Context: an optimization exercise on an open-source flow, tuned for small area and a short achievable clock period. The choices shown serve that exercise and are no tape-out recipe.
Function was checked by simulation only, so behaviour that the tests miss may differ from the original.

==> flow/design.v (outline; a module is shown in full before it is edited, if it fits) <==
// module Nbit_reg: 18 lines
// module lc4_divider: 123 lines
// module lc4_alu: 71 lines
// module lc4_decoder: 75 lines
// module lc4_regfile_ss: 59 lines
// module lc4_processor: 368 lines
module lc4_processor(input wire         clk,              
                     input wire         rst,              
                     input wire         gwe,              
                     output wire [15:0] o_cur_pc,         
                     input wire [15:0]  i_cur_insn_A,     
                     input wire [15:0]  i_cur_insn_B,     
                     output wire [15:0] o_dmem_addr,      
                     input wire [15:0]  i_cur_dmem_data,  
                     output wire        o_dmem_we,        
                     output wire [15:0] o_dmem_towrite,   
                     output wire [ 1:0] test_stall_A,         
                     output wire [ 1:0] test_stall_B,         
                     output wire [15:0] test_cur_pc_A,        
                     output wire [15:0] test_cur_pc_B,
                     output wire [15:0] test_cur_insn_A,      
                     output wire [15:0] test_cur_insn_B,
                     output wire        test_regfile_we_A,    
                     output wire        test_regfile_we_B,
                     output wire [ 2:0] test_regfile_wsel_A,  
                     output wire [ 2:0] test_regfile_wsel_B,
                     output wire [15:0] test_regfile_data_A,  
                     output wire [15:0] test_regfile_data_B,
                     output wire        test_nzp_we_A,        
                     output wire        test_nzp_we_B,
                     output wire [ 2:0] test_nzp_new_bits_A,  
                     output wire [ 2:0] test_nzp_new_bits_B,
                     output wire        test_dmem_we_A,       
                     output wire        test_dmem_we_B,
                     output wire [15:0] test_dmem_addr_A,     
                     output wire [15:0] test_dmem_addr_B,
                     output wire [15:0] test_dmem_data_A,     
                     output wire [15:0] test_dmem_data_B
                     );
  // ...
==> flow/run.sh <==
#!/bin/bash
# synth_recipe.tcl (not shown) runs the flow's synth.tcl, then flattens the netlist and writes it again
# the make line also repeats each setting of config.mk as NAME=value (left out here)
make -C /OpenROAD-flow-scripts/flow DESIGN_CONFIG=/design/flow/config.mk WORK_HOME=/design/flow/orfs CLKGATE_MAP_FILE= SYNTH_SCRIPT=/design/flow/synth_recipe.tcl finish
==> flow/config.mk <==
export PLATFORM = sky130hd
export DESIGN_NAME = lc4_processor
export DESIGN_NICKNAME = lc4_processor
export VERILOG_FILES = /design/flow/design.v
export SDC_FILE = /design/flow/constraint.sdc
export NUM_CORES = 4
export LEC_CHECK = 0
export ABC_AREA = 1
export CAP_MARGIN = 20
export CORE_MARGIN = 2
export CORE_UTILIZATION = 35
export SLEW_MARGIN = 20
==> flow/constraint.sdc <==
create_clock -name core_clock -period 45.0 [get_ports {clk}]
set_input_delay 9.0000 -clock core_clock [delete_from_list [all_inputs] [get_ports {clk}]]
set_output_delay 9.0000 -clock core_clock [all_outputs]
set_load 0.01 [all_outputs]
==> results.py, run 1 <==
metrics = {
    "timing": {
        "clock_skew_ns": 0.0863,
        "hold_ws_ns": 0.432,
        "finalCritPeriodShare_pct": 54.1,
        "grt_setup_unrepaired": "no",
        "hold_viol_final": 0,
    },
    "global_route": {
        "overflow": 0,
    },
    "clock_tree": {
        "clk_latency_ns": 0.75,
        "clkTransAtPathRegs_ns": 0.06,
    },
    "yosys": {
        "synthTopCellsByCount": "nand2_1, inv_1, a21oi_1, o21ai_0, ha_1",
        "synth_compound_area_share_pct": 27.1,
        "yosys.area.top_type": "dfxtp_1",
        "synth_area_leaders": "dfxtp_1, ha_1, nand2_1",
        "synth-edff-count": 0,
    },
    "setup_path": {
        "cp.arrival_ns": 24.99,
        "reg2reg_from": "X_r2data_B.state[7]$_SDFFE_PP0P_",
        "critPathTopFamily": "simple AND/OR/NAND/NOR gates",
        "crit_required_ns": 45.64,
        "ff2ff_setup_slack_ns": 20.65,
    },
    "floorplanning": {
        "die_y_um": 476,
        "nWellTaps": 2975,
    },
    "worst_hold_path": {
        "hold_path_class": "reg -> reg",
    },
    "status": {
        "status": "complete, no violations",
    },
    "finish": {
        "numSequentialCells": 685,
        "fillers": 23900,
        "multi_input_area_share_pct": 62.2,
    },
}
==> module lc4_alu, before the edit <==
module lc4_alu(input  wire [15:0] i_insn,
               input  wire [15:0] i_pc,
               input  wire [15:0] i_r1data,
               input  wire [15:0] i_r2data,
               output reg  [15:0] o_result);
   wire [3:0] op  = i_insn[15:12];
   wire [2:0] sub = i_insn[5:3];
   wire [15:0] sext5  = {{11{i_insn[4]}}, i_insn[4:0]};
   wire [15:0] sext6  = {{10{i_insn[5]}}, i_insn[5:0]};
   wire [15:0] sext9  = {{7{i_insn[8]}}, i_insn[8:0]};
   wire [15:0] sext11 = {{5{i_insn[10]}}, i_insn[10:0]};
   wire pcrel   = (op == 4'd0) | (op == 4'd12);
   wire is_sub  = (op == 4'd1) & (sub == 3'd2);
   reg  [15:0] add_b;
   always @* begin
      case (op)
         4'd0:    add_b = sext9;
         4'd12:   add_b = sext11;
         4'd6, 4'd7: add_b = sext6;
         default: add_b = i_insn[5] ? sext5 : (is_sub ? ~i_r2data : i_r2data);
      endcase
   end
   wire [15:0] add_a = pcrel ? i_pc : i_r1data;
   wire [15:0] sum   = add_a + add_b + {15'd0, pcrel | is_sub};
   wire [15:0] cmp_b = i_insn[8] ? (i_insn[7] ? {9'd0, i_insn[6:0]} : {{9{i_insn[6]}}, i_insn[6:0]})
                                 : i_r2data;
   wire        sgn   = ~i_insn[7];
   wire [16:0] cdiff = {1'b0, i_r1data ^ {sgn, 15'd0}} - {1'b0, cmp_b ^ {sgn, 15'd0}};
   wire        c_lt  = cdiff[16];
   wire        c_eq  = (i_r1data == cmp_b);
   wire [15:0] cmp_res = c_lt ? 16'hFFFF : {15'd0, ~c_eq};
   wire [15:0] prod = i_r1data * i_r2data;
   wire [15:0] quo, rem;
   lc4_divider div(.i_dividend(i_r1data), .i_divisor(i_r2data),
                   .o_remainder(rem), .o_quotient(quo));
   wire [15:0] sll = i_r1data << i_insn[3:0];
   wire [15:0] srl = i_r1data >> i_insn[3:0];
   wire [15:0] sra = $signed(i_r1data) >>> i_insn[3:0];
   always @* begin
      case (op)
         4'd0:  o_result = sum;
         4'd1:  case (sub)
                   3'd1:    o_result = prod;
                   3'd3:    o_result = quo;
                   default: o_result = sum;
                endcase
         4'd2:  o_result = cmp_res;
         4'd4:  o_result = i_insn[11] ? {i_pc[15], i_insn[10:0], 4'd0} : i_r1data;
         4'd5:  case (sub)
                   3'd0:    o_result = i_r1data & i_r2data;
                   3'd1:    o_result = ~i_r1data;
                   3'd2:    o_result = i_r1data | i_r2data;
                   3'd3:    o_result = i_r1data ^ i_r2data;
                   default: o_result = i_r1data & sext5;
                endcase
         4'd6, 4'd7: o_result = sum;
         4'd8:  o_result = i_r1data;
         4'd9:  o_result = sext9;
         4'd10: case (i_insn[5:4])
                   2'd0:    o_result = sll;
                   2'd1:    o_result = sra;
                   2'd2:    o_result = srl;
                   default: o_result = rem;
                endcase
         4'd12: o_result = i_insn[11] ? sum : i_r1data;
         4'd13: o_result = {i_insn[7:0], i_r1data[7:0]};
         4'd15: o_result = {8'h80, i_insn[7:0]};
         default: o_result = 16'd0;
      endcase
   end
endmodule
==> inputs of run 2 (changes only) <==
--- a/flow/design.v
+++ b/flow/design.v
@@ -13,16 +13,31 @@
    always @(posedge clk) 
      begin 
        if (gwe & rst) 
          state <= r;
        else if (gwe & we) 
          state <= in; 
      end
 endmodule
+module Nbit_reg_nr #(parameter n=1)
+   (input  wire [n-1:0] in,
+    output wire [n-1:0] out,
+    input  wire         clk,
+    input  wire         we,
+    input  wire         gwe
+    );
+   reg [n-1:0] state;
+   assign out = state;
+   always @(posedge clk)
+     begin
+       if (gwe & we)
+         state <= in;
+     end
+endmodule
 `timescale 1ns / 1ps
 `default_nettype none
 module lc4_divider(input  wire [15:0] i_dividend,
                    input  wire [15:0] i_divisor,
                    output wire [15:0] o_remainder,
                    output wire [15:0] o_quotient);
    wire [17:0] m1 = {2'd0, i_divisor};
    wire [17:0] m2 = {m1[16:0], 1'b0};
@@ -149,72 +164,87 @@
                input  wire [15:0] i_pc,
                input  wire [15:0] i_r1data,
                input  wire [15:0] i_r2data,
                output reg  [15:0] o_result);
    wire [3:0] op  = i_insn[15:12];
    wire [2:0] sub = i_insn[5:3];
    wire [15:0] sext5  = {{11{i_insn[4]}}, i_insn[4:0]};
    wire [15:0] sext6  = {{10{i_insn[5]}}, i_insn[5:0]};
+   wire [15:0] sext7  = {{9{i_insn[6]}}, i_insn[6:0]};
    wire [15:0] sext9  = {{7{i_insn[8]}}, i_insn[8:0]};
    wire [15:0] sext11 = {{5{i_insn[10]}}, i_insn[10:0]};
-   wire pcrel   = (op == 4'd0) | (op == 4'd12);
-   wire is_sub  = (op == 4'd1) & (sub == 3'd2);
+   wire [15:0] cmp_b = i_insn[8] ? (i_insn[7] ? {9'd0, i_insn[6:0]} : sext7) : i_r2data;
+   wire pcrel  = (op == 4'd0) | (op == 4'd12);
+   wire is_cmp = (op == 4'd2);
+   wire is_sub = (op == 4'd1) & ~i_insn[5] & (i_insn[4:3] == 2'd2);
    reg  [15:0] add_b;
    always @* begin
       case (op)
-         4'd0:    add_b = sext9;
-         4'd12:   add_b = sext11;
+         4'd0:       add_b = sext9;
+         4'd12:      add_b = sext11;
          4'd6, 4'd7: add_b = sext6;
-         default: add_b = i_insn[5] ? sext5 : (is_sub ? ~i_r2data : i_r2data);
+         4'd2:       add_b = ~cmp_b;
+         default:    add_b = i_insn[5] ? sext5 : (is_sub ? ~i_r2data : i_r2data);
       endcase
    end
    wire [15:0] add_a = pcrel ? i_pc : i_r1data;
-   wire [15:0] sum   = add_a + add_b + {15'd0, pcrel | is_sub};
-   wire [15:0] cmp_b = i_insn[8] ? (i_insn[7] ? {9'd0, i_insn[6:0]} : {{9{i_insn[6]}}, i_insn[6:0]})
-                                 : i_r2data;
-   wire        sgn   = ~i_insn[7];
-   wire [16:0] cdiff = {1'b0, i_r1data ^ {sgn, 15'd0}} - {1'b0, cmp_b ^ {sgn, 15'd0}};
-   wire        c_lt  = cdiff[16];
-   wire        c_eq  = (i_r1data == cmp_b);
+   wire [16:0] sum   = {1'b0, add_a} + {1'b0, add_b} + {16'd0, pcrel | is_sub | is_cmp};
+   wire c_ltu = ~sum[16];
+   wire c_lt  = (~i_insn[7] & (i_r1data[15] ^ cmp_b[15])) ? i_r1data[15] : c_ltu;
+   wire c_eq  = (sum[15:0] == 16'd0);
    wire [15:0] cmp_res = c_lt ? 16'hFFFF : {15'd0, ~c_eq};
    wire [15:0] prod = i_r1data * i_r2data;
    wire [15:0] quo, rem;
    lc4_divider div(.i_dividend(i_r1data), .i_divisor(i_r2data),
                    .o_remainder(rem), .o_quotient(quo));
-   wire [15:0] sll = i_r1data << i_insn[3:0];
-   wire [15:0] srl = i_r1data >> i_insn[3:0];
-   wire [15:0] sra = $signed(i_r1data) >>> i_insn[3:0];
+   wire        is_sll = (i_insn[5:4] == 2'd0);
+   wire [15:0] r1_rev;
+   genvar k;
+   generate
+      for (k = 0; k < 16; k = k + 1) begin : rv
+         assign r1_rev[k] = i_r1data[15-k];
+      end
+   endgenerate
+   wire [15:0] sh_in  = is_sll ? r1_rev : i_r1data;
+   wire        sh_fill = (i_insn[5:4] == 2'd1) & i_r1data[15];
+   wire [31:0] sh_ext = {{16{sh_fill}}, sh_in} >> i_insn[3:0];
+   wire [15:0] sh_out = sh_ext[15:0];
+   wire [15:0] sh_rev;
+   generate
+      for (k = 0; k < 16; k = k + 1) begin : ro
+         assign sh_rev[k] = sh_out[15-k];
+      end
+   endgenerate
    always @* begin
       case (op)
-         4'd0:  o_result = sum;
+         4'd0:  o_result = sum[15:0];
          4'd1:  case (sub)
                    3'd1:    o_result = prod;
                    3'd3:    o_result = quo;
-                   default: o_result = sum;
+                   default: o_result = sum[15:0];
                 endcase
          4'd2:  o_result = cmp_res;
          4'd4:  o_result = i_insn[11] ? {i_pc[15], i_insn[10:0], 4'd0} : i_r1data;
          4'd5:  case (sub)
                    3'd0:    o_result = i_r1data & i_r2data;
                    3'd1:    o_result = ~i_r1data;
                    3'd2:    o_result = i_r1data | i_r2data;
                    3'd3:    o_result = i_r1data ^ i_r2data;
                    default: o_result = i_r1data & sext5;
                 endcase
-         4'd6, 4'd7: o_result = sum;
+         4'd6, 4'd7: o_result = sum[15:0];
          4'd8:  o_result = i_r1data;
          4'd9:  o_result = sext9;
          4'd10: case (i_insn[5:4])
-                   2'd0:    o_result = sll;
-                   2'd1:    o_result = sra;
-                   2'd2:    o_result = srl;
-                   default: o_result = rem;
+                   2'd0:    o_result = sh_rev;
+                   2'd3:    o_result = rem;
+                   default: o_result = sh_out;
                 endcase
-         4'd12: o_result = i_insn[11] ? sum : i_r1data;
+         4'd12: o_result = i_insn[11] ? sum[15:0] : i_r1data;
          4'd13: o_result = {i_insn[7:0], i_r1data[7:0]};
          4'd15: o_result = {8'h80, i_insn[7:0]};
          default: o_result = 16'd0;
       endcase
    end
 endmodule
 `timescale 1ns / 1ps
 `default_nettype none
@@ -576,20 +606,20 @@
     assign x_next_stall_A = ({2{stall_3_A & !stall_2_A & !stall_2_B}} & 2'b11) | ({2{(stall_2_A | stall_2_B)}} & 2'b10) 
                             | ({2{!(stall_2_A | stall_2_B | stall_3_A)}} & d_stall_A);
     assign x_next_stall_B = ({2{(stall_3_B) & !stall_1 & !stall_2_A & !stall_2_B & !stall_3_A}} & 2'b11) | ({2{(stall_2_A | stall_2_B)}} & 2'b10) 
                             | ((!(stall_2_A | stall_2_B) & (stall_3_A | stall_1)) ? 2'b01 : d_stall_B);
     Nbit_reg #(16, 16'd0) X_insn_A (.in(x_next_insn_A), .out(execute_insn_A), .clk(clk), .we(1), .gwe(gwe), .rst(rst));
     Nbit_reg #(16, 16'd0) X_insn_B (.in(x_next_insn_B), .out(execute_insn_B), .clk(clk), .we(1), .gwe(gwe), .rst(rst));
     Nbit_reg #(16, 16'd0) X_pc_A (.in(x_next_pc_A), .out(execute_pc_A), .clk(clk), .we(1), .gwe(gwe), .rst(rst));
     Nbit_reg #(16, 16'd0) X_pc_B (.in(x_next_pc_B), .out(execute_pc_B), .clk(clk), .we(1), .gwe(gwe), .rst(rst));
-    Nbit_reg #(16, 1'd0) X_r1data_A (.in(x_next_r1data_A), .out(x_r1data_A), .clk(clk), .we(1), .gwe(gwe), .rst(rst));
-    Nbit_reg #(16, 1'd0) X_r1data_B (.in(x_next_r1data_B), .out(x_r1data_B), .clk(clk), .we(1), .gwe(gwe), .rst(rst));
-    Nbit_reg #(16, 1'd0) X_r2data_A (.in(x_next_r2data_A), .out(x_r2data_A), .clk(clk), .we(1), .gwe(gwe), .rst(rst));
-    Nbit_reg #(16, 1'd0) X_r2data_B (.in(x_next_r2data_B), .out(x_r2data_B), .clk(clk), .we(1), .gwe(gwe), .rst(rst));
+    Nbit_reg_nr #(16) X_r1data_A (.in(x_next_r1data_A), .out(x_r1data_A), .clk(clk), .we(1), .gwe(gwe));
+    Nbit_reg_nr #(16) X_r1data_B (.in(x_next_r1data_B), .out(x_r1data_B), .clk(clk), .we(1), .gwe(gwe));
+    Nbit_reg_nr #(16) X_r2data_A (.in(x_next_r2data_A), .out(x_r2data_A), .clk(clk), .we(1), .gwe(gwe));
+    Nbit_reg_nr #(16) X_r2data_B (.in(x_next_r2data_B), .out(x_r2data_B), .clk(clk), .we(1), .gwe(gwe));
     Nbit_reg #(1, 1'd0) X_regfile_we_A (.in(x_next_regfile_we_A), .out(x_regfile_we_A), .clk(clk), .we(1), .gwe(gwe), .rst(rst));
     Nbit_reg #(1, 1'd0) X_regfile_we_B (.in(x_next_regfile_we_B), .out(x_regfile_we_B), .clk(clk), .we(1), .gwe(gwe), .rst(rst));
     Nbit_reg #(1, 1'd0) X_nzp_we_A (.in(x_next_nzp_we_A), .out(x_nzp_we_A), .clk(clk), .we(1), .gwe(gwe), .rst(rst));
     Nbit_reg #(1, 1'd0) X_nzp_we_B (.in(x_next_nzp_we_B), .out(x_nzp_we_B), .clk(clk), .we(1), .gwe(gwe), .rst(rst));
     Nbit_reg #(1, 1'd0) X_ld_A (.in(d_is_load_A), .out(x_is_load_A), .clk(clk), .we(1), .gwe(gwe), .rst(rst));
     Nbit_reg #(1, 1'd0) X_ld_B (.in(d_is_load_B & !stall_1), .out(x_is_load_B), .clk(clk), .we(1), .gwe(gwe), .rst(rst));
     Nbit_reg #(1, 1'd0) X_str_A (.in(d_is_store_A), .out(x_is_store_A), .clk(clk), .we(1), .gwe(gwe), .rst(rst));
     Nbit_reg #(1, 1'd0) X_str_B (.in(d_is_store_B & !stall_1), .out(x_is_store_B), .clk(clk), .we(1), .gwe(gwe), .rst(rst));
@@ -644,18 +674,18 @@
     Nbit_reg #(1, 1'd0) M_nzp_we_A (.in(x_nzp_we_A), .out(m_nzp_we_A), .clk(clk), .we(1), .gwe(gwe), .rst(rst));
     Nbit_reg #(1, 1'd0) M_nzp_we_B (.in(next_x_nzp_we_B), .out(m_nzp_we_B), .clk(clk), .we(1), .gwe(gwe), .rst(rst));
     Nbit_reg #(16, 16'd0) M_alu_output_A (.in(x_alu_output_A), .out(m_alu_output_A), .clk(clk), .we(1), .gwe(gwe), .rst(rst));
     Nbit_reg #(16, 16'd0) M_alu_output_B (.in(next_x_alu_output_B), .out(m_alu_output_B), .clk(clk), .we(1), .gwe(gwe), .rst(rst));
     Nbit_reg #(3, 3'd0) M_wsel_A (.in(x_wsel_A), .out(m_wsel_A), .clk(clk), .we(1), .gwe(gwe), .rst(rst));
     Nbit_reg #(3, 3'd0) M_wsel_B (.in(next_x_wsel_B), .out(m_wsel_B), .clk(clk), .we(1), .gwe(gwe), .rst(rst));
     Nbit_reg #(2, 2'b10) M_stall_A (.in(x_stall_A), .out(m_stall_A), .clk(clk), .we(1), .gwe(gwe), .rst(rst));
     Nbit_reg #(2, 2'b10) M_stall_B (.in(next_x_stall_B), .out(m_stall_B), .clk(clk), .we(1), .gwe(gwe), .rst(rst));
-    Nbit_reg #(16, 16'd0) M_r2data_A (.in(next_x_r2data_A), .out(m_r2data_A), .clk(clk), .we(1), .gwe(gwe), .rst(rst));
-    Nbit_reg #(16, 16'd0) M_r2data_B (.in(next_x_r2data_B), .out(m_r2data_B), .clk(clk), .we(1), .gwe(gwe), .rst(rst));
+    Nbit_reg_nr #(16) M_r2data_A (.in(next_x_r2data_A), .out(m_r2data_A), .clk(clk), .we(1), .gwe(gwe));
+    Nbit_reg_nr #(16) M_r2data_B (.in(next_x_r2data_B), .out(m_r2data_B), .clk(clk), .we(1), .gwe(gwe));
     Nbit_reg #(3, 3'd0) M_r1sel_A (.in(x_r1sel_A), .out(m_r1sel_A), .clk(clk), .we(1), .gwe(gwe), .rst(rst));
     Nbit_reg #(3, 3'd0) M_r1sel_B (.in(x_r1sel_B), .out(m_r1sel_B), .clk(clk), .we(1), .gwe(gwe), .rst(rst));
     Nbit_reg #(3, 3'd0) M_r2sel_A (.in(x_r2sel_A), .out(m_r2sel_A), .clk(clk), .we(1), .gwe(gwe), .rst(rst));
     Nbit_reg #(3, 3'd0) M_r2sel_B (.in(x_r2sel_B), .out(m_r2sel_B), .clk(clk), .we(1), .gwe(gwe), .rst(rst));
     Nbit_reg #(1, 1'd0) M_ld_A (.in(x_is_load_A), .out(m_is_load_A), .clk(clk), .we(1), .gwe(gwe), .rst(rst));
     Nbit_reg #(1, 1'd0) M_ld_B (.in(next_x_is_load_B), .out(m_is_load_B), .clk(clk), .we(1), .gwe(gwe), .rst(rst));
     Nbit_reg #(1, 1'd0) M_str_A (.in(x_is_store_A), .out(m_is_store_A), .clk(clk), .we(1), .gwe(gwe), .rst(rst));
     Nbit_reg #(1, 1'd0) M_str_B (.in(next_x_is_store_B), .out(m_is_store_B), .clk(clk), .we(1), .gwe(gwe), .rst(rst));
@@ -673,23 +703,23 @@
     Nbit_reg #(16, 16'd0) W_alu_output_A (.in(m_alu_output_A), .out(w_alu_output_A), .clk(clk), .we(1), .gwe(gwe), .rst(rst));
     Nbit_reg #(16, 16'd0) W_alu_output_B (.in(m_alu_output_B), .out(w_alu_output_B), .clk(clk), .we(1), .gwe(gwe), .rst(rst));
     Nbit_reg #(1, 1'd0) W_nzp_we_A (.in(m_nzp_we_A), .out(w_nzp_we_A), .clk(clk), .we(1), .gwe(gwe), .rst(rst));
     Nbit_reg #(1, 1'd0) W_nzp_we_B (.in(m_nzp_we_B), .out(w_nzp_we_B), .clk(clk), .we(1), .gwe(gwe), .rst(rst));
     Nbit_reg #(3, 3'd0) W_wsel_A (.in(m_wsel_A), .out(w_wsel_A), .clk(clk), .we(1), .gwe(gwe), .rst(rst));
     Nbit_reg #(3, 3'd0) W_wsel_B (.in(m_wsel_B), .out(w_wsel_B), .clk(clk), .we(1), .gwe(gwe), .rst(rst));
     Nbit_reg #(2, 2'd10) W_stall_A (.in(m_stall_A), .out(w_stall_A), .clk(clk), .we(1), .gwe(gwe), .rst(rst));
     Nbit_reg #(2, 2'd10) W_stall_B (.in(m_stall_B), .out(w_stall_B), .clk(clk), .we(1), .gwe(gwe), .rst(rst));
-    Nbit_reg #(16, 16'd0) W_r2data_A (.in(m_r2data_A), .out(w_r2data_A), .clk(clk), .we(1), .gwe(gwe), .rst(rst));
-    Nbit_reg #(16, 16'd0) W_r2data_B (.in((m_r2data_B & {16{!m_is_store_B | !within_b}}) | (m_alu_output_A & {16{m_is_store_B & within_b}})), .out(w_r2data_B), .clk(clk), .we(1), .gwe(gwe), .rst(rst));
+    Nbit_reg_nr #(16) W_r2data_A (.in(m_r2data_A), .out(w_r2data_A), .clk(clk), .we(1), .gwe(gwe));
+    Nbit_reg_nr #(16) W_r2data_B (.in((m_r2data_B & {16{!m_is_store_B | !within_b}}) | (m_alu_output_A & {16{m_is_store_B & within_b}})), .out(w_r2data_B), .clk(clk), .we(1), .gwe(gwe));
     Nbit_reg #(1, 1'd0) W_ld_A (.in(m_is_load_A), .out(w_is_load_A), .clk(clk), .we(1), .gwe(gwe), .rst(rst));
     Nbit_reg #(1, 1'd0) W_ld_B (.in(m_is_load_B), .out(w_is_load_B), .clk(clk), .we(1), .gwe(gwe), .rst(rst));
     Nbit_reg #(1, 1'd0) W_str_A (.in(m_is_store_A), .out(w_is_store_A), .clk(clk), .we(1), .gwe(gwe), .rst(rst));
     Nbit_reg #(1, 1'd0) W_str_B (.in(m_is_store_B), .out(w_is_store_B), .clk(clk), .we(1), .gwe(gwe), .rst(rst));
-    Nbit_reg #(16, 16'd0) W_dmem (.in(i_cur_dmem_data), .out(w_dmem_data), .clk(clk), .we(1), .gwe(gwe), .rst(rst));
+    Nbit_reg_nr #(16) W_dmem (.in(i_cur_dmem_data), .out(w_dmem_data), .clk(clk), .we(1), .gwe(gwe));
     Nbit_reg #(1, 1'd0) W_pc_plus_one_A (.in(m_select_pc_plus_one_A), .out(w_select_pc_plus_one_A), .clk(clk), .we(1), .gwe(gwe), .rst(rst));
     Nbit_reg #(1, 1'd0) W_pc_plus_one_B (.in(m_select_pc_plus_one_B), .out(w_select_pc_plus_one_B), .clk(clk), .we(1), .gwe(gwe), .rst(rst));
     assign to_write_A = ((w_alu_output_A & {16{!w_select_pc_plus_one_A & !w_is_load_A}}) | 
                         ((write_pc_A + 1) & {16{w_select_pc_plus_one_A & !w_is_load_A}}) |
                         ((w_dmem_data) & {16{!w_select_pc_plus_one_A & w_is_load_A}}));
     assign to_write_B = ((w_alu_output_B & {16{!w_select_pc_plus_one_B & !w_is_load_B}}) |
                         ((write_pc_B + 1) & {16{w_select_pc_plus_one_B & !w_is_load_B}}) |
                         ((w_dmem_data) & {16{!w_select_pc_plus_one_B & w_is_load_B}}));
==> run 2 against run 1 <==
Effect of this change: final cell count down 3.8%; count of clock-buffer cells in the layout up 2; design area down 1.5%.
==> results.py, run 2 <==
metrics = {
    "yosys": {
        "async_flop_share_pct": 0,
        "synth_area_leaders": "dfxtp_1, ha_1, nand2_1",
        "yosysWarnings": 228,
        "synth-edff-count": 144,
        "synth_area_um2": 76900,
        "yosysMostFrequentCell": "nand2_1",
        "synth_flop_cell": "dfxtp_1",
        "syn_inst": 11500,
        "synth_seq_cells": 685,
        "synth_cell_type_count": 84,
        "synth_fp_nets": 12400,
        "synthTopCellsByCount": "nand2_1, inv_1, a21oi_1, o21ai_0, ha_1",
        "seq_area_frac_synth_pct": 19.7,
        "synth_top_area_share_pct": 14.1,
        "syn_avg_cell_area_um2": 6.71,
        "yosys.area.top_type": "dfxtp_1",
    },
    "detailed_routing": {
        "drtIter0Drc": 11700,
        "ant_nets": 0,
        "drt-wirelength-per-cell_um": 28.5,
        "routed_via_density": 5.97,
        "num_vias": 87000,
        "first_pass_iters": 7,
        "route.detailed.drc": 0,
        "wirelength_mm": 415,
    },
    "setup_path": {
        "crit_type": "reg -> reg",
        "cp.arrival_ns": 23.22,
        "worst_path_max_delay_cell": "nor2_1",
        "critPathMaxStageDelay_ns": 0.89,
        "cp-start-kind": "flop",
        "path_max_fanout": 26,
        "critical_path.endpoint_type": "flop",
        "crit_required_ns": 45.71,
        "ff2ff_setup_slack_ns": 22.49,
        "cpMostUsedCell": "nand2_1",
    },
    "place": {
        "globalplace.congestion": 1.09,
        "dp.cells": 14400,
        "hpwl_mm": 319,
        "pre_cts_ws_ns": 22.92,
        "port_buffers": 281,
    },
    "timing": {
        "finalSetupTns_ns": 0,
        "hold_viol_final": 0,
        "setup_viol": 0,
        "clock_skew_ns": 0.109,
        "maxSlewHeadroom_pct": 10.9,
        "max_freq_mhz": 44.4,
        "worst_pin_slew_ns": 1.30,
        "finalCritPeriodShare_pct": 50.0,
        "worst_slack_ns": 22.49,
        "grt_setup_unrepaired": "no",
        "final.min_clock_period_ns": 22.51,
        "final_max_slew_viol_count": 0,
    },
    "global_route": {
        "grt_pass1_vias": 79900,
        "grt_max_degree": 134,
        "grt_use_total_pct": 35.8,
        "antenna_found_initial": 50,
        "grt_first_pass_wirelength_mm": 585,
        "overflow": 0,
    },
    "floorplanning": {
        "core_um2": 219000,
        "die_y_um": 473,
        "die_area_um2": 223000,
        "start_util_pct": 35.1,
        "rows": 172,
        "fp.dieW_um": 473,
        "num_io_pins": 282,
    },
    "clock_tree": {
        "cts_made_buffers": 82,
        "htree_levels": 3,
        "ctsHoldBuffers": 0,
        "cts.sinks": 685,
        "cts_tree": "yes",
        "cts_root_buf": "clkbuf_16",
        "cts_setup_buffers": 0,
        "clkTransAtPathRegs_ns": 0.06,
        "clk_latency_ns": 0.81,
        "cts_buffer_depth": 3,
        "cts_resized": 0,
    },
    "finish": {
        "final_common_cell": "nand2_1",
        "area_growth_pct": 12.3,
        "fillers": 23500,
        "final_cell_mix": "nand2_1, inv_1, a21oi_1",
        "final_cells": 14600,
        "drive_above_1_share_pct": 5.89,
        "nets": 12600,
    },
    "worst_hold_path": {
        "hold_path_class": "reg -> reg",
    },
    "status": {
        "status": "complete, no violations",
    },
    "job": {
        "maxCapViolCount": 0,
    },
}
-- run 2: changes by cell type in the layout (fill, tap and decap cells not counted), sizes merged, moves of 54 or more --
| cell | previous run | this run |
|---|---|---|
| inv | 2054 | 1971 |
| edfxtp | 0 | 144 |
| a21oi | 980 | 886 |
| dfxtp | 685 | 541 |
| o221ai | 143 | 89 |
| nand2 | 2352 | 2244 |
-- run 2: layout make-up --
type	count	area [µm²]	share of cell area [%]
tap	2871	3590	4.16
antenna	14	35.0	0.0406
multi-input combinational	8305	52500	60.9
inverter	2000	7520	8.72
clock buffer	112	2280	2.64
sequential	685	15200	17.6
clock inverter	41	430	0.499
timing repair buffer	538	4770	5.53
-- run 2: path summary, 6_finish.rpt --
kind,cells past startpoint,startpoint,endpoint
setup reg to reg,128,X_r2data_A.state[1]$_DFFE_PP_,z_reg.state$_SDFFE_PP0P_
hold reg to reg,2,M_pc_B.state[15]$_SDFFE_PP0P_,W_pc_B.state[15]$_SDFFE_PP0P_
hold / removal,2,M_pc_B.state[15]$_SDFFE_PP0P_,W_pc_B.state[15]$_SDFFE_PP0P_
setup / recovery,128,X_r2data_A.state[1]$_DFFE_PP_,z_reg.state$_SDFFE_PP0P_
-- run 2: kinds of logic (layout without fill, tap and decap cells) --
logic type               Yosys count  after routing  synth area share, %
AND/OR/NAND/NOR                 3765           3765                 20.9
adder cells (fa/ha/maj)          900            900                 16.7
XOR/XNOR                         391            391                 4.46
buffers and inverters           2470           2691                 12.2
flip-flops                       685            685                 19.7
multiplexers                      23             23                0.300
AO/OA/AOI/OAI                   3226           3226                 25.8
other                              0             14                    0
-- run 2: critical path: cells and delay by family, from the launching register on --
kind | cells | cell delay (ns)
adders and majority gates | 8 | 2.93
and+or+nand+nor | 77 | 9.45
buffers and inverters | 16 | 3.58
DFF | 1 | 0.32
AOI/OAI and AO/OA | 27 | 6.13
-- run 2: metal layers --
layer  vias up  routed length (µm)  global-route usage, %
li1      39200                   -                      -
met1     40600              162000                   44.6
met2      5488              169000                   52.4
met3      1557               47600                   10.6
met5         -                 430                  0.454
met4        52               36000                   25.1
-- run 2: through the flow --
step                      hold WS, ns  utilization (%)  area, µm²
after floorplan                 0.427                -      76900
after global placement          0.440             38.1      83500
after detailed placement        0.441             38.1      83500
after CTS                       0.447             39.3      86200
after global routing            0.460             39.4      86300
final                           0.439             39.4      86300
==> module lc4_divider, before the edit <==
module lc4_divider(input  wire [15:0] i_dividend,
                   input  wire [15:0] i_divisor,
                   output wire [15:0] o_remainder,
                   output wire [15:0] o_quotient);
   wire [17:0] m1 = {2'd0, i_divisor};
   wire [17:0] m2 = {m1[16:0], 1'b0};
   wire [17:0] m3 = m1 + m2;
   wire [1:0] t0 = i_dividend[15:14];
   wire [2:0] s0_1 = {1'b0, t0} - {1'b0, m1[1:0]};
   wire g0_1 = ~|m1[17:2] & ~s0_1[2];
   wire [2:0] s0_2 = {1'b0, t0} - {1'b0, m2[1:0]};
   wire g0_2 = ~|m2[17:2] & ~s0_2[2];
   wire [2:0] s0_3 = {1'b0, t0} - {1'b0, m3[1:0]};
   wire g0_3 = ~|m3[17:2] & ~s0_3[2];
   reg [1:0] q0; reg [1:0] r0;
   always @* begin
      q0 = 2'd0; r0 = t0;
      if (g0_1) begin q0 = 2'd1; r0 = s0_1[1:0]; end
      if (g0_2) begin q0 = 2'd2; r0 = s0_2[1:0]; end
      if (g0_3) begin q0 = 2'd3; r0 = s0_3[1:0]; end
   end
   wire [3:0] t1 = {r0, i_dividend[13:12]};
   wire [4:0] s1_1 = {1'b0, t1} - {1'b0, m1[3:0]};
   wire g1_1 = ~|m1[17:4] & ~s1_1[4];
   wire [4:0] s1_2 = {1'b0, t1} - {1'b0, m2[3:0]};
   wire g1_2 = ~|m2[17:4] & ~s1_2[4];
   wire [4:0] s1_3 = {1'b0, t1} - {1'b0, m3[3:0]};
   wire g1_3 = ~|m3[17:4] & ~s1_3[4];
   reg [1:0] q1; reg [3:0] r1;
   always @* begin
      q1 = 2'd0; r1 = t1;
      if (g1_1) begin q1 = 2'd1; r1 = s1_1[3:0]; end
      if (g1_2) begin q1 = 2'd2; r1 = s1_2[3:0]; end
      if (g1_3) begin q1 = 2'd3; r1 = s1_3[3:0]; end
   end
   wire [5:0] t2 = {r1, i_dividend[11:10]};
   wire [6:0] s2_1 = {1'b0, t2} - {1'b0, m1[5:0]};
   wire g2_1 = ~|m1[17:6] & ~s2_1[6];
   wire [6:0] s2_2 = {1'b0, t2} - {1'b0, m2[5:0]};
   wire g2_2 = ~|m2[17:6] & ~s2_2[6];
   wire [6:0] s2_3 = {1'b0, t2} - {1'b0, m3[5:0]};
   wire g2_3 = ~|m3[17:6] & ~s2_3[6];
   reg [1:0] q2; reg [5:0] r2;
   always @* begin
      q2 = 2'd0; r2 = t2;
      if (g2_1) begin q2 = 2'd1; r2 = s2_1[5:0]; end
      if (g2_2) begin q2 = 2'd2; r2 = s2_2[5:0]; end
      if (g2_3) begin q2 = 2'd3; r2 = s2_3[5:0]; end
   end
   wire [7:0] t3 = {r2, i_dividend[9:8]};
   wire [8:0] s3_1 = {1'b0, t3} - {1'b0, m1[7:0]};
   wire g3_1 = ~|m1[17:8] & ~s3_1[8];
   wire [8:0] s3_2 = {1'b0, t3} - {1'b0, m2[7:0]};
   wire g3_2 = ~|m2[17:8] & ~s3_2[8];
   wire [8:0] s3_3 = {1'b0, t3} - {1'b0, m3[7:0]};
   wire g3_3 = ~|m3[17:8] & ~s3_3[8];
   reg [1:0] q3; reg [7:0] r3;
   always @* begin
      q3 = 2'd0; r3 = t3;
      if (g3_1) begin q3 = 2'd1; r3 = s3_1[7:0]; end
      if (g3_2) begin q3 = 2'd2; r3 = s3_2[7:0]; end
      if (g3_3) begin q3 = 2'd3; r3 = s3_3[7:0]; end
   end
   wire [9:0] t4 = {r3, i_dividend[7:6]};
   wire [10:0] s4_1 = {1'b0, t4} - {1'b0, m1[9:0]};
   wire g4_1 = ~|m1[17:10] & ~s4_1[10];
   wire [10:0] s4_2 = {1'b0, t4} - {1'b0, m2[9:0]};
   wire g4_2 = ~|m2[17:10] & ~s4_2[10];
   wire [10:0] s4_3 = {1'b0, t4} - {1'b0, m3[9:0]};
   wire g4_3 = ~|m3[17:10] & ~s4_3[10];
   reg [1:0] q4; reg [9:0] r4;
   always @* begin
      q4 = 2'd0; r4 = t4;
      if (g4_1) begin q4 = 2'd1; r4 = s4_1[9:0]; end
      if (g4_2) begin q4 = 2'd2; r4 = s4_2[9:0]; end
      if (g4_3) begin q4 = 2'd3; r4 = s4_3[9:0]; end
   end
   wire [11:0] t5 = {r4, i_dividend[5:4]};
   wire [12:0] s5_1 = {1'b0, t5} - {1'b0, m1[11:0]};
   wire g5_1 = ~|m1[17:12] & ~s5_1[12];
   wire [12:0] s5_2 = {1'b0, t5} - {1'b0, m2[11:0]};
   wire g5_2 = ~|m2[17:12] & ~s5_2[12];
   wire [12:0] s5_3 = {1'b0, t5} - {1'b0, m3[11:0]};
   wire g5_3 = ~|m3[17:12] & ~s5_3[12];
   reg [1:0] q5; reg [11:0] r5;
   always @* begin
      q5 = 2'd0; r5 = t5;
      if (g5_1) begin q5 = 2'd1; r5 = s5_1[11:0]; end
      if (g5_2) begin q5 = 2'd2; r5 = s5_2[11:0]; end
      if (g5_3) begin q5 = 2'd3; r5 = s5_3[11:0]; end
   end
   wire [13:0] t6 = {r5, i_dividend[3:2]};
   wire [14:0] s6_1 = {1'b0, t6} - {1'b0, m1[13:0]};
   wire g6_1 = ~|m1[17:14] & ~s6_1[14];
   wire [14:0] s6_2 = {1'b0, t6} - {1'b0, m2[13:0]};
   wire g6_2 = ~|m2[17:14] & ~s6_2[14];
   wire [14:0] s6_3 = {1'b0, t6} - {1'b0, m3[13:0]};
   wire g6_3 = ~|m3[17:14] & ~s6_3[14];
   reg [1:0] q6; reg [13:0] r6;
   always @* begin
      q6 = 2'd0; r6 = t6;
      if (g6_1) begin q6 = 2'd1; r6 = s6_1[13:0]; end
      if (g6_2) begin q6 = 2'd2; r6 = s6_2[13:0]; end
      if (g6_3) begin q6 = 2'd3; r6 = s6_3[13:0]; end
   end
   wire [15:0] t7 = {r6, i_dividend[1:0]};
   wire [16:0] s7_1 = {1'b0, t7} - {1'b0, m1[15:0]};
   wire g7_1 = ~|m1[17:16] & ~s7_1[16];
   wire [16:0] s7_2 = {1'b0, t7} - {1'b0, m2[15:0]};
   wire g7_2 = ~|m2[17:16] & ~s7_2[16];
   wire [16:0] s7_3 = {1'b0, t7} - {1'b0, m3[15:0]};
   wire g7_3 = ~|m3[17:16] & ~s7_3[16];
   reg [1:0] q7; reg [15:0] r7;
   always @* begin
      q7 = 2'd0; r7 = t7;
      if (g7_1) begin q7 = 2'd1; r7 = s7_1[15:0]; end
      if (g7_2) begin q7 = 2'd2; r7 = s7_2[15:0]; end
      if (g7_3) begin q7 = 2'd3; r7 = s7_3[15:0]; end
   end
   wire nz = |i_divisor;
   assign o_quotient  = {q0, q1, q2, q3, q4, q5, q6, q7} & {16{nz}};
   assign o_remainder = r7 & {16{nz}};
endmodule
==> inputs of run 3 (changes only) <==
--- a/flow/design.v
+++ b/flow/design.v
@@ -39,124 +39,154 @@
                    input  wire [15:0] i_divisor,
                    output wire [15:0] o_remainder,
                    output wire [15:0] o_quotient);
-   wire [17:0] m1 = {2'd0, i_divisor};
-   wire [17:0] m2 = {m1[16:0], 1'b0};
-   wire [17:0] m3 = m1 + m2;
-   wire [1:0] t0 = i_dividend[15:14];
-   wire [2:0] s0_1 = {1'b0, t0} - {1'b0, m1[1:0]};
-   wire g0_1 = ~|m1[17:2] & ~s0_1[2];
-   wire [2:0] s0_2 = {1'b0, t0} - {1'b0, m2[1:0]};
-   wire g0_2 = ~|m2[17:2] & ~s0_2[2];
-   wire [2:0] s0_3 = {1'b0, t0} - {1'b0, m3[1:0]};
-   wire g0_3 = ~|m3[17:2] & ~s0_3[2];
-   reg [1:0] q0; reg [1:0] r0;
-   always @* begin
-      q0 = 2'd0; r0 = t0;
-      if (g0_1) begin q0 = 2'd1; r0 = s0_1[1:0]; end
-      if (g0_2) begin q0 = 2'd2; r0 = s0_2[1:0]; end
-      if (g0_3) begin q0 = 2'd3; r0 = s0_3[1:0]; end
+   wire [18:0] m1 = {3'd0, i_divisor};
+   wire [18:0] m2 = {m1[17:0], 1'b0};
+   wire [18:0] m3 = m1 + m2;
+   wire [18:0] m4 = {m2[17:0], 1'b0};
+   wire [18:0] m5 = m4 + m1;
+   wire [18:0] m6 = {m3[17:0], 1'b0};
+   wire [18:0] m7 = {m1[15:0], 3'd0} - m1;
+   wire [0:0] t0 = i_dividend[15:15];
+   wire [1:0] s0_1 = {1'b0, t0} - {1'b0, m1[0:0]};
+   wire g0_1 = ~|m1[18:1] & ~s0_1[1];
+   reg [0:0] q0; reg [0:0] r0;
+   always @* begin
+      q0 = 1'd0; r0 = t0;
+      if (g0_1) begin q0 = 1'd1; r0 = s0_1[0:0]; end
    end
-   wire [3:0] t1 = {r0, i_dividend[13:12]};
+   wire [3:0] t1 = {r0, i_dividend[14:12]};
    wire [4:0] s1_1 = {1'b0, t1} - {1'b0, m1[3:0]};
-   wire g1_1 = ~|m1[17:4] & ~s1_1[4];
+   wire g1_1 = ~|m1[18:4] & ~s1_1[4];
    wire [4:0] s1_2 = {1'b0, t1} - {1'b0, m2[3:0]};
-   wire g1_2 = ~|m2[17:4] & ~s1_2[4];
+   wire g1_2 = ~|m2[18:4] & ~s1_2[4];
    wire [4:0] s1_3 = {1'b0, t1} - {1'b0, m3[3:0]};
-   wire g1_3 = ~|m3[17:4] & ~s1_3[4];
-   reg [1:0] q1; reg [3:0] r1;
-   always @* begin
-      q1 = 2'd0; r1 = t1;
-      if (g1_1) begin q1 = 2'd1; r1 = s1_1[3:0]; end
-      if (g1_2) begin q1 = 2'd2; r1 = s1_2[3:0]; end
-      if (g1_3) begin q1 = 2'd3; r1 = s1_3[3:0]; end
-   end
-   wire [5:0] t2 = {r1, i_dividend[11:10]};
-   wire [6:0] s2_1 = {1'b0, t2} - {1'b0, m1[5:0]};
-   wire g2_1 = ~|m1[17:6] & ~s2_1[6];
-   wire [6:0] s2_2 = {1'b0, t2} - {1'b0, m2[5:0]};
-   wire g2_2 = ~|m2[17:6] & ~s2_2[6];
-   wire [6:0] s2_3 = {1'b0, t2} - {1'b0, m3[5:0]};
-   wire g2_3 = ~|m3[17:6] & ~s2_3[6];
-   reg [1:0] q2; reg [5:0] r2;
-   always @* begin
-      q2 = 2'd0; r2 = t2;
-      if (g2_1) begin q2 = 2'd1; r2 = s2_1[5:0]; end
-      if (g2_2) begin q2 = 2'd2; r2 = s2_2[5:0]; end
-      if (g2_3) begin q2 = 2'd3; r2 = s2_3[5:0]; end
-   end
-   wire [7:0] t3 = {r2, i_dividend[9:8]};
-   wire [8:0] s3_1 = {1'b0, t3} - {1'b0, m1[7:0]};
-   wire g3_1 = ~|m1[17:8] & ~s3_1[8];
-   wire [8:0] s3_2 = {1'b0, t3} - {1'b0, m2[7:0]};
-   wire g3_2 = ~|m2[17:8] & ~s3_2[8];
-   wire [8:0] s3_3 = {1'b0, t3} - {1'b0, m3[7:0]};
-   wire g3_3 = ~|m3[17:8] & ~s3_3[8];
-   reg [1:0] q3; reg [7:0] r3;
-   always @* begin
-      q3 = 2'd0; r3 = t3;
-      if (g3_1) begin q3 = 2'd1; r3 = s3_1[7:0]; end
-      if (g3_2) begin q3 = 2'd2; r3 = s3_2[7:0]; end
-      if (g3_3) begin q3 = 2'd3; r3 = s3_3[7:0]; end
-   end
-   wire [9:0] t4 = {r3, i_dividend[7:6]};
-   wire [10:0] s4_1 = {1'b0, t4} - {1'b0, m1[9:0]};
-   wire g4_1 = ~|m1[17:10] & ~s4_1[10];
-   wire [10:0] s4_2 = {1'b0, t4} - {1'b0, m2[9:0]};
-   wire g4_2 = ~|m2[17:10] & ~s4_2[10];
-   wire [10:0] s4_3 = {1'b0, t4} - {1'b0, m3[9:0]};
-   wire g4_3 = ~|m3[17:10] & ~s4_3[10];
-   reg [1:0] q4; reg [9:0] r4;
-   always @* begin
-      q4 = 2'd0; r4 = t4;
-      if (g4_1) begin q4 = 2'd1; r4 = s4_1[9:0]; end
-      if (g4_2) begin q4 = 2'd2; r4 = s4_2[9:0]; end
-      if (g4_3) begin q4 = 2'd3; r4 = s4_3[9:0]; end
-   end
-   wire [11:0] t5 = {r4, i_dividend[5:4]};
-   wire [12:0] s5_1 = {1'b0, t5} - {1'b0, m1[11:0]};
-   wire g5_1 = ~|m1[17:12] & ~s5_1[12];
-   wire [12:0] s5_2 = {1'b0, t5} - {1'b0, m2[11:0]};
-   wire g5_2 = ~|m2[17:12] & ~s5_2[12];
-   wire [12:0] s5_3 = {1'b0, t5} - {1'b0, m3[11:0]};
-   wire g5_3 = ~|m3[17:12] & ~s5_3[12];
-   reg [1:0] q5; reg [11:0] r5;
-   always @* begin
-      q5 = 2'd0; r5 = t5;
-      if (g5_1) begin q5 = 2'd1; r5 = s5_1[11:0]; end
-      if (g5_2) begin q5 = 2'd2; r5 = s5_2[11:0]; end
-      if (g5_3) begin q5 = 2'd3; r5 = s5_3[11:0]; end
-   end
-   wire [13:0] t6 = {r5, i_dividend[3:2]};
-   wire [14:0] s6_1 = {1'b0, t6} - {1'b0, m1[13:0]};
-   wire g6_1 = ~|m1[17:14] & ~s6_1[14];
-   wire [14:0] s6_2 = {1'b0, t6} - {1'b0, m2[13:0]};
-   wire g6_2 = ~|m2[17:14] & ~s6_2[14];
-   wire [14:0] s6_3 = {1'b0, t6} - {1'b0, m3[13:0]};
-   wire g6_3 = ~|m3[17:14] & ~s6_3[14];
-   reg [1:0] q6; reg [13:0] r6;
-   always @* begin
-      q6 = 2'd0; r6 = t6;
-      if (g6_1) begin q6 = 2'd1; r6 = s6_1[13:0]; end
-      if (g6_2) begin q6 = 2'd2; r6 = s6_2[13:0]; end
-      if (g6_3) begin q6 = 2'd3; r6 = s6_3[13:0]; end
-   end
-   wire [15:0] t7 = {r6, i_dividend[1:0]};
-   wire [16:0] s7_1 = {1'b0, t7} - {1'b0, m1[15:0]};
-   wire g7_1 = ~|m1[17:16] & ~s7_1[16];
-   wire [16:0] s7_2 = {1'b0, t7} - {1'b0, m2[15:0]};
-   wire g7_2 = ~|m2[17:16] & ~s7_2[16];
-   wire [16:0] s7_3 = {1'b0, t7} - {1'b0, m3[15:0]};
-   wire g7_3 = ~|m3[17:16] & ~s7_3[16];
-   reg [1:0] q7; reg [15:0] r7;
-   always @* begin
-      q7 = 2'd0; r7 = t7;
-      if (g7_1) begin q7 = 2'd1; r7 = s7_1[15:0]; end
-      if (g7_2) begin q7 = 2'd2; r7 = s7_2[15:0]; end
-      if (g7_3) begin q7 = 2'd3; r7 = s7_3[15:0]; end
+   wire g1_3 = ~|m3[18:4] & ~s1_3[4];
+   wire [4:0] s1_4 = {1'b0, t1} - {1'b0, m4[3:0]};
+   wire g1_4 = ~|m4[18:4] & ~s1_4[4];
+   wire [4:0] s1_5 = {1'b0, t1} - {1'b0, m5[3:0]};
+   wire g1_5 = ~|m5[18:4] & ~s1_5[4];
+   wire [4:0] s1_6 = {1'b0, t1} - {1'b0, m6[3:0]};
+   wire g1_6 = ~|m6[18:4] & ~s1_6[4];
+   wire [4:0] s1_7 = {1'b0, t1} - {1'b0, m7[3:0]};
+   wire g1_7 = ~|m7[18:4] & ~s1_7[4];
+   reg [2:0] q1; reg [3:0] r1;
+   always @* begin
+      q1 = 3'd0; r1 = t1;
+      if (g1_1) begin q1 = 3'd1; r1 = s1_1[3:0]; end
+      if (g1_2) begin q1 = 3'd2; r1 = s1_2[3:0]; end
+      if (g1_3) begin q1 = 3'd3; r1 = s1_3[3:0]; end
+      if (g1_4) begin q1 = 3'd4; r1 = s1_4[3:0]; end
+      if (g1_5) begin q1 = 3'd5; r1 = s1_5[3:0]; end
+      if (g1_6) begin q1 = 3'd6; r1 = s1_6[3:0]; end
+      if (g1_7) begin q1 = 3'd7; r1 = s1_7[3:0]; end
+   end
+   wire [6:0] t2 = {r1, i_dividend[11:9]};
+   wire [7:0] s2_1 = {1'b0, t2} - {1'b0, m1[6:0]};
+   wire g2_1 = ~|m1[18:7] & ~s2_1[7];
+   wire [7:0] s2_2 = {1'b0, t2} - {1'b0, m2[6:0]};
+   wire g2_2 = ~|m2[18:7] & ~s2_2[7];
+   wire [7:0] s2_3 = {1'b0, t2} - {1'b0, m3[6:0]};
+   wire g2_3 = ~|m3[18:7] & ~s2_3[7];
+   wire [7:0] s2_4 = {1'b0, t2} - {1'b0, m4[6:0]};
+   wire g2_4 = ~|m4[18:7] & ~s2_4[7];
+   wire [7:0] s2_5 = {1'b0, t2} - {1'b0, m5[6:0]};
+   wire g2_5 = ~|m5[18:7] & ~s2_5[7];
+   wire [7:0] s2_6 = {1'b0, t2} - {1'b0, m6[6:0]};
+   wire g2_6 = ~|m6[18:7] & ~s2_6[7];
+   wire [7:0] s2_7 = {1'b0, t2} - {1'b0, m7[6:0]};
+   wire g2_7 = ~|m7[18:7] & ~s2_7[7];
+   reg [2:0] q2; reg [6:0] r2;
+   always @* begin
+      q2 = 3'd0; r2 = t2;
+      if (g2_1) begin q2 = 3'd1; r2 = s2_1[6:0]; end
+      if (g2_2) begin q2 = 3'd2; r2 = s2_2[6:0]; end
+      if (g2_3) begin q2 = 3'd3; r2 = s2_3[6:0]; end
+      if (g2_4) begin q2 = 3'd4; r2 = s2_4[6:0]; end
+      if (g2_5) begin q2 = 3'd5; r2 = s2_5[6:0]; end
+      if (g2_6) begin q2 = 3'd6; r2 = s2_6[6:0]; end
+      if (g2_7) begin q2 = 3'd7; r2 = s2_7[6:0]; end
+   end
+   wire [9:0] t3 = {r2, i_dividend[8:6]};
+   wire [10:0] s3_1 = {1'b0, t3} - {1'b0, m1[9:0]};
+   wire g3_1 = ~|m1[18:10] & ~s3_1[10];
+   wire [10:0] s3_2 = {1'b0, t3} - {1'b0, m2[9:0]};
+   wire g3_2 = ~|m2[18:10] & ~s3_2[10];
+   wire [10:0] s3_3 = {1'b0, t3} - {1'b0, m3[9:0]};
+   wire g3_3 = ~|m3[18:10] & ~s3_3[10];
+   wire [10:0] s3_4 = {1'b0, t3} - {1'b0, m4[9:0]};
+   wire g3_4 = ~|m4[18:10] & ~s3_4[10];
+   wire [10:0] s3_5 = {1'b0, t3} - {1'b0, m5[9:0]};
+   wire g3_5 = ~|m5[18:10] & ~s3_5[10];
+   wire [10:0] s3_6 = {1'b0, t3} - {1'b0, m6[9:0]};
+   wire g3_6 = ~|m6[18:10] & ~s3_6[10];
+   wire [10:0] s3_7 = {1'b0, t3} - {1'b0, m7[9:0]};
+   wire g3_7 = ~|m7[18:10] & ~s3_7[10];
+   reg [2:0] q3; reg [9:0] r3;
+   always @* begin
+      q3 = 3'd0; r3 = t3;
+      if (g3_1) begin q3 = 3'd1; r3 = s3_1[9:0]; end
+      if (g3_2) begin q3 = 3'd2; r3 = s3_2[9:0]; end
+      if (g3_3) begin q3 = 3'd3; r3 = s3_3[9:0]; end
+      if (g3_4) begin q3 = 3'd4; r3 = s3_4[9:0]; end
+      if (g3_5) begin q3 = 3'd5; r3 = s3_5[9:0]; end
+      if (g3_6) begin q3 = 3'd6; r3 = s3_6[9:0]; end
+      if (g3_7) begin q3 = 3'd7; r3 = s3_7[9:0]; end
+   end
+   wire [12:0] t4 = {r3, i_dividend[5:3]};
+   wire [13:0] s4_1 = {1'b0, t4} - {1'b0, m1[12:0]};
+   wire g4_1 = ~|m1[18:13] & ~s4_1[13];
+   wire [13:0] s4_2 = {1'b0, t4} - {1'b0, m2[12:0]};
+   wire g4_2 = ~|m2[18:13] & ~s4_2[13];
+   wire [13:0] s4_3 = {1'b0, t4} - {1'b0, m3[12:0]};
+   wire g4_3 = ~|m3[18:13] & ~s4_3[13];
+   wire [13:0] s4_4 = {1'b0, t4} - {1'b0, m4[12:0]};
+   wire g4_4 = ~|m4[18:13] & ~s4_4[13];
+   wire [13:0] s4_5 = {1'b0, t4} - {1'b0, m5[12:0]};
+   wire g4_5 = ~|m5[18:13] & ~s4_5[13];
+   wire [13:0] s4_6 = {1'b0, t4} - {1'b0, m6[12:0]};
+   wire g4_6 = ~|m6[18:13] & ~s4_6[13];
+   wire [13:0] s4_7 = {1'b0, t4} - {1'b0, m7[12:0]};
+   wire g4_7 = ~|m7[18:13] & ~s4_7[13];
+   reg [2:0] q4; reg [12:0] r4;
+   always @* begin
+      q4 = 3'd0; r4 = t4;
+      if (g4_1) begin q4 = 3'd1; r4 = s4_1[12:0]; end
+      if (g4_2) begin q4 = 3'd2; r4 = s4_2[12:0]; end
+      if (g4_3) begin q4 = 3'd3; r4 = s4_3[12:0]; end
+      if (g4_4) begin q4 = 3'd4; r4 = s4_4[12:0]; end
+      if (g4_5) begin q4 = 3'd5; r4 = s4_5[12:0]; end
+      if (g4_6) begin q4 = 3'd6; r4 = s4_6[12:0]; end
+      if (g4_7) begin q4 = 3'd7; r4 = s4_7[12:0]; end
+   end
+   wire [15:0] t5 = {r4, i_dividend[2:0]};
+   wire [16:0] s5_1 = {1'b0, t5} - {1'b0, m1[15:0]};
+   wire g5_1 = ~|m1[18:16] & ~s5_1[16];
+   wire [16:0] s5_2 = {1'b0, t5} - {1'b0, m2[15:0]};
+   wire g5_2 = ~|m2[18:16] & ~s5_2[16];
+   wire [16:0] s5_3 = {1'b0, t5} - {1'b0, m3[15:0]};
+   wire g5_3 = ~|m3[18:16] & ~s5_3[16];
+   wire [16:0] s5_4 = {1'b0, t5} - {1'b0, m4[15:0]};
+   wire g5_4 = ~|m4[18:16] & ~s5_4[16];
+   wire [16:0] s5_5 = {1'b0, t5} - {1'b0, m5[15:0]};
+   wire g5_5 = ~|m5[18:16] & ~s5_5[16];
+   wire [16:0] s5_6 = {1'b0, t5} - {1'b0, m6[15:0]};
+   wire g5_6 = ~|m6[18:16] & ~s5_6[16];
+   wire [16:0] s5_7 = {1'b0, t5} - {1'b0, m7[15:0]};
+   wire g5_7 = ~|m7[18:16] & ~s5_7[16];
+   reg [2:0] q5; reg [15:0] r5;
+   always @* begin
+      q5 = 3'd0; r5 = t5;
+      if (g5_1) begin q5 = 3'd1; r5 = s5_1[15:0]; end
+      if (g5_2) begin q5 = 3'd2; r5 = s5_2[15:0]; end
+      if (g5_3) begin q5 = 3'd3; r5 = s5_3[15:0]; end
+      if (g5_4) begin q5 = 3'd4; r5 = s5_4[15:0]; end
+      if (g5_5) begin q5 = 3'd5; r5 = s5_5[15:0]; end
+      if (g5_6) begin q5 = 3'd6; r5 = s5_6[15:0]; end
+      if (g5_7) begin q5 = 3'd7; r5 = s5_7[15:0]; end
    end
    wire nz = |i_divisor;
-   assign o_quotient  = {q0, q1, q2, q3, q4, q5, q6, q7} & {16{nz}};
-   assign o_remainder = r7 & {16{nz}};
+   assign o_quotient  = {q0, q1, q2, q3, q4, q5} & {16{nz}};
+   assign o_remainder = r5 & {16{nz}};
 endmodule
 `timescale 1ns / 1ps
 `default_nettype none
==> run 3 against run 2 <==
Effect of this change: still clean on timing, DRC and antenna; first-iteration DRC count grew 17%; die area grew 19%; area after synthesis up 19%; critical endpoint is now X_r1data_B.state[8]$_DFFE_PP_; highest routed layer unchanged.
==> results.py, run 3 <==
metrics = {
    "global_route": {
        "antenna_found_initial": 34,
        "grt_use_total_pct": 36.7,
        "overflow": 0,
        "grt_first_pass_wirelength_mm": 712,
        "grt_max_degree": 178,
        "grt_pass1_vias": 97400,
    },
    "setup_path": {
        "cp.arrival_ns": 21.21,
        "critPathMaxStageDelay_ns": 1.10,
        "critical_path.endpoint_type": "flop",
        "path_max_fanout": 20,
        "worst_path_max_delay_cell": "o21ai_0",
        "cpMostUsedCell": "nand2_1",
        "ff2ff_setup_slack_ns": 24.12,
        "crit_required_ns": 45.33,
        "crit_type": "reg -> reg",
        "cp-start-kind": "flop",
    },
    "timing": {
        "finalCritPeriodShare_pct": 46.4,
        "maxSlewHeadroom_pct": 6.95,
        "hold_viol_final": 0,
        "max_freq_mhz": 47.9,
        "final_max_slew_viol_count": 0,
        "worst_pin_slew_ns": 1.38,
        "clock_skew_ns": 0.109,
        "finalSetupTns_ns": 0,
        "grt_setup_unrepaired": "no",
        "final.min_clock_period_ns": 20.88,
        "setup_viol": 0,
    },
    "floorplanning": {
        "die_area_um2": 266000,
        "start_util_pct": 35.3,
        "fp.dieW_um": 516,
        "num_io_pins": 282,
        "core_um2": 260000,
        "die_y_um": 516,
        "rows": 187,
    },
    "yosys": {
        "syn_inst": 14200,
        "seq_area_frac_synth_pct": 16.5,
        "synthTopCellsByCount": "nand2_1, inv_1, a21oi_1, o21ai_0, ha_1",
        "yosysMostFrequentCell": "nand2_1",
        "synth_area_leaders": "ha_1, nand2_1, dfxtp_1",
        "synth_fp_nets": 15400,
        "synth_cell_type_count": 87,
        "synth_seq_cells": 685,
        "synth-edff-count": 144,
        "async_flop_share_pct": 0,
        "yosys.area.top_type": "ha_1",
        "synth_flop_cell": "dfxtp_1",
        "synth_top_area_share_pct": 13.1,
        "syn_avg_cell_area_um2": 6.48,
        "yosysWarnings": 228,
        "synth_area_um2": 91800,
    },
    "clock_tree": {
        "cts_setup_buffers": 0,
        "cts_resized": 0,
        "cts_buffer_depth": 3,
        "cts_tree": "yes",
        "cts_made_buffers": 77,
        "ctsHoldBuffers": 0,
        "cts.sinks": 685,
        "clk_latency_ns": 0.78,
        "cts_root_buf": "clkbuf_16",
        "htree_levels": 3,
        "clkTransAtPathRegs_ns": 0.07,
    },
    "detailed_routing": {
        "wirelength_mm": 509,
        "ant_nets": 0,
        "route.detailed.drc": 0,
        "drtIter0Drc": 13700,
        "first_pass_iters": 7,
        "routed_via_density": 5.94,
        "num_vias": 107000,
        "drt-wirelength-per-cell_um": 28.4,
    },
    "finish": {
        "final_util_pct": 39.4,
        "final_cell_mix": "nand2_1, inv_1, a21oi_1",
        "area_growth_pct": 11.6,
        "nets": 15600,
        "drive_above_1_share_pct": 5.07,
        "fin_area_um2": 102000,
        "final_common_cell": "nand2_1",
    },
    "place": {
        "port_buffers": 281,
        "hpwl_mm": 394,
        "globalplace.congestion": 1.10,
        "post_dp_cell_area_um2": 99700,
    },
    "worst_hold_path": {
        "hold_path_class": "reg -> reg",
    },
    "job": {
        "maxCapViolCount": 0,
    },
    "status": {
        "status": "complete, no violations",
    },
}
-- run 3: cell types whose count changed after synthesis, moves of 30 or more --
| cell | delta |
|---|---|
| a221oi_1 | +30 |
| o21bai_1 | +45 |
| o22ai_1 | -31 |
| nand4_1 | +31 |
| nand3_1 | +75 |
| xor2_1 | +153 |
| inv_1 | +477 |
| ha_1 | +272 |
| nand2_1 | +715 |
| xnor2_1 | +45 |
| o21ai_0 | +213 |
| nor2_1 | +227 |
| a21oi_1 | +301 |
-- run 3: cell families (layout without fill, tap and decap cells) --
logic type               count (synthesis)  after routing  share of synthesized area (%)
AO/OA/AOI/OAI                         3875           3875                           25.5
XOR/XNOR                               593            593                           5.69
adder cells (fa/ha/maj)               1178           1178                           17.8
buffers and inverters                 2980           3234                           12.3
flip-flops                             685            685                           16.5
multiplexers                            21             21                          0.229
other                                    0             19                              0
AND/OR/NAND/NOR                       4819           4819                           21.9
-- run 3: layout make-up --
class	count	area (µm²)
fill	28200	158000
multi-input combinational	10500	65500
sequential	685	15200
inverter	2481	9330
timing repair buffer	611	5320
tap	3496	4370
clock buffer	97	2130
clock inverter	45	528
antenna	19	47.5
-- run 3: final timing paths --
| path | start | end | cells after the start |
|---|---|---|---|
| max | X_r2data_A.state[7]$_DFFE_PP_ | X_r1data_B.state[8]$_DFFE_PP_ | 92 |
| max reg2reg | X_r2data_A.state[7]$_DFFE_PP_ | X_r1data_B.state[8]$_DFFE_PP_ | 92 |
| min | M_pc_B.state[6]$_SDFFE_PP0P_ | W_pc_B.state[6]$_SDFFE_PP0P_ | 2 |
| min reg2reg | M_pc_B.state[6]$_SDFFE_PP0P_ | W_pc_B.state[6]$_SDFFE_PP0P_ | 2 |
-- run 3: per-stage QoR --
step	std cells	worst slack, ns	hold slack (ns)
3_3_place_gp	17800	25.14	0.436
5_1_grt	17900	23.01	0.472
2_1_floorplan	14200	30.78	0.427
4_1_cts	17900	24.95	0.456
6_report	17900	24.12	0.443
3_5_place_dp	17800	25.02	0.437
-- run 3: per-layer routing --
metal | GRT usage, % | wire, µm
met2 | 52.7 | 204000
met4 | 25.3 | 42600
met1 | 46.9 | 200000
met3 | 10.9 | 62400
met5 | 0.505 | 307
-- run 3: critical path: cells and delay by family, from the launching register on --
kind                       cells  cell delay [ns]
AOI/OAI and AO/OA             31             5.41
adders and majority gates      6             2.41
buffers and inverters         12             2.77
DFF                            1             0.74
and+or+nand+nor               43             8.97

what the ideal ports hide:
How much do the figures lean on ideal ports? The routed layouts below were timed once more, with nothing changed but the port constraints. Step 1 assumes that a clkbuf_16 drives the clock port and a buf_2 every other input. Step 2, shift: input delay + t, output delay - t, t = (earliest + latest rising clock arrival at the registers) / 2. This alone moves slack from input paths to output paths. Slacks: ideal / step 1 / step 2; pairs: ideal / step 1.
run | t, ns | slack for setup (ns) | slew at the worst register clock pin (ns)
run 1 | 0.802 | 20.651 / 20.651 / 20.651 | 0.08 / 0.08
run 2 | 0.857 | 22.487 / 22.487 / 22.487 | 0.07 / 0.07
run 3 | 0.810 | 24.118 / 24.118 / 24.118 | 0.08 / 0.08
After both steps every run listed still meets setup and hold.
